This design comes from an exercise in tuning for small area on the open sky130 flow, not from production work.
The RTL was checked by simulation tests, not by an equivalence proof against the original design.
Power and IR drop assume default switching activity.

==> flow/design.v (excerpt) <==
module pcie_irq
(
   input            Clk_i,
   input            Rstn_i,
   input            MsixStructSChipSelect_i,
   input   [13:0]   MsixStructSAddress_i,
   input   [3:0]    MsixStructSByteEnable_i,
   input            MsixStructSRead_i,
   output  [31:0]   MsixStructSReadData_o,
   input            MsixStructSWrite_i,
   input   [31:0]   MsixStructSWriteData_i,
   output           MsixStructSWaitRequest_o,
   output           MsixMWrite_o,
   output  [63:0]   MsixMAddress_o,
   output  [31:0]   MsixMWriteData_o,
   output  [3:0]    MsixMByteEnable_o,
   input            MsixMWaitRequest_i,
   input   [31:0]   Irq_i,
   input   [81:0]   MsiIntfc_i,
   input   [15:0]   MsixIntfc_i,
   output           IntxReq_o,
   input            IrqRead_i,
   output  [31:0]   IrqReadData_o,
  input    [31:0]   MaskWritedata_i,
  input             MaskRead_i,
  input             MaskWrite_i,
  ...
==> flow/config.mk <==
export PLATFORM = sky130hd
export DESIGN_NAME = pcie_irq
export DESIGN_NICKNAME = pcie_irq
export VERILOG_FILES = /design/flow/design.v
export SDC_FILE = /design/flow/constraint.sdc
export NUM_CORES = 4
export LEC_CHECK = 0
export CAP_MARGIN = 20
export CORE_MARGIN = 2
export CORE_UTILIZATION = 40
export CTS_BUF_LIST = sky130_fd_sc_hd__clkbuf_8
export CTS_CLUSTER_DIAMETER = 80
export CTS_CLUSTER_SIZE = 16
export SLEW_MARGIN = 20
==> flow/constraint.sdc <==
create_clock -name core_clock -period 10.0 [get_ports {Clk_i}]
set_input_delay 2.0000 -clock core_clock [delete_from_list [all_inputs] [get_ports {Clk_i}]]
set_output_delay 2.0000 -clock core_clock [all_outputs]
set_load 0.01 [all_outputs]
standard.sh (not shown) runs the stock make flow with config.mk's settings and CLKGATE_MAP_FILE= SYNTH_SCRIPT=/design/flow/synth_recipe.tcl, a recipe that flattens the netlist after the stock synthesis.
==> flow/flow/run.sh <==
#!/bin/bash
set -euo pipefail
export BUFFER_PORTS_ARGS="-buffer_cell sky130_fd_sc_hd__buf_1"
bash standard.sh > standard_flow.log 2>&1
Edit:
==> flow/flow/run.sh (replaced) <==
#!/bin/bash
set -euo pipefail
export BUFFER_PORTS_ARGS="-buffer_cell sky130_fd_sc_hd__buf_1"
export CTS_ARGS="-sink_clustering_enable -repair_clock_nets -sink_clustering_size 10 -sink_clustering_max_diameter 60 -buf_list sky130_fd_sc_hd__clkbuf_4 -dont_use_dummy_load"
bash standard.sh > standard_flow.log 2>&1
--- a/flow/config.mk
+++ b/flow/config.mk
@@ -9,6 +9,4 @@
 export CORE_MARGIN = 2
-export CORE_UTILIZATION = 40
-export CTS_BUF_LIST = sky130_fd_sc_hd__clkbuf_8
-export CTS_CLUSTER_DIAMETER = 80
-export CTS_CLUSTER_SIZE = 16
+export CORE_UTILIZATION = 55
+export PLACE_DENSITY = 0.7
 export SLEW_MARGIN = 20
After rerunning: The changed run completed without violations; area after synthesis does not change; worst setup slack gets better by 0.11 ns; register-to-register slack gains 0.12 ns; power decreases by 3.2%; final cell count drops by 7.2%; fmax rises by about 2%; wire length is lower by about 2.6%; global-route usage rose by 7.8 points.

========
Another version of the RTL of pcie_irq (not shown whole).
Size: roughly 1300 flip-flops, roughly 430 I/O pins, about 0.043 mm² of cells after synthesis.
clock: 10.0 ns
lec_check: 0
cap_margin: 20
core_margin: 2
core_utilization: 40
cts_cluster_diameter: 100
cts_cluster_size: 30
slew_margin: 20
run.sh (not shown) runs the stock make flow with config.mk's settings and CLKGATE_MAP_FILE= SYNTH_SCRIPT=/design/flow/synth_recipe.tcl, a recipe that flattens the netlist after the stock synthesis.
Stock flow here: none of the scripts above is used.
The baseline went through all stages and came out clean.
Next try:
--- a/flow/config.mk
+++ b/flow/config.mk
@@ -11,3 +11,3 @@
 export CTS_CLUSTER_DIAMETER = 100
-export CTS_CLUSTER_SIZE = 30
+export CTS_CLUSTER_SIZE = 24
 export SLEW_MARGIN = 20
Effect:
- core utilization increases by 0.25 points
- power came out higher by 2.1%
- hold slack got worse by 0.011 ns
- synthesized cell count stays the same
- routed wire length barely changes
- sequential share of layout area shrinks by 0.30 points

port drivers added, routing unchanged:
The flow's constraints put no driver on any port. The routed layouts listed below were extracted and timed again, unchanged, in two steps. Step 1 sets driving cells, clkbuf_16 on the clock port and buf_2 on the other inputs (assumed; they add their load-dependent delay and slew). Step 2 adds t to the input delays and takes it off the output delays; t is the mean of the earliest and latest rising clock arrival at the registers after step 1. Input paths then give back, and output paths get back, about the clock's delay inside the block. Slacks: ideal ports / drivers / drivers and shift; pairs: ideal ports / drivers.
run	t, ns	setup slack, ns	slew at the worst register clock pin (ns)	worst slew at a driven data input, ns
the first run of note 1	0.803	4.225 / 4.178 / 4.178	0.11 / 0.11	0.08
the second run of note 1	1.046	4.336 / 4.302 / 4.302	0.11 / 0.11	0.11
the first run of note 2	0.731	0.579 / 0.507 / 1.238	0.12 / 0.12	0.09
the second run of note 2	0.746	0.577 / 0.504 / 1.250	0.10 / 0.10	0.09
After both steps setup and hold are still met in every run listed. The setup slack of the first run of note 1, which loses most, moves by -0.047 ns with the drivers and by -0.047 ns with both steps.
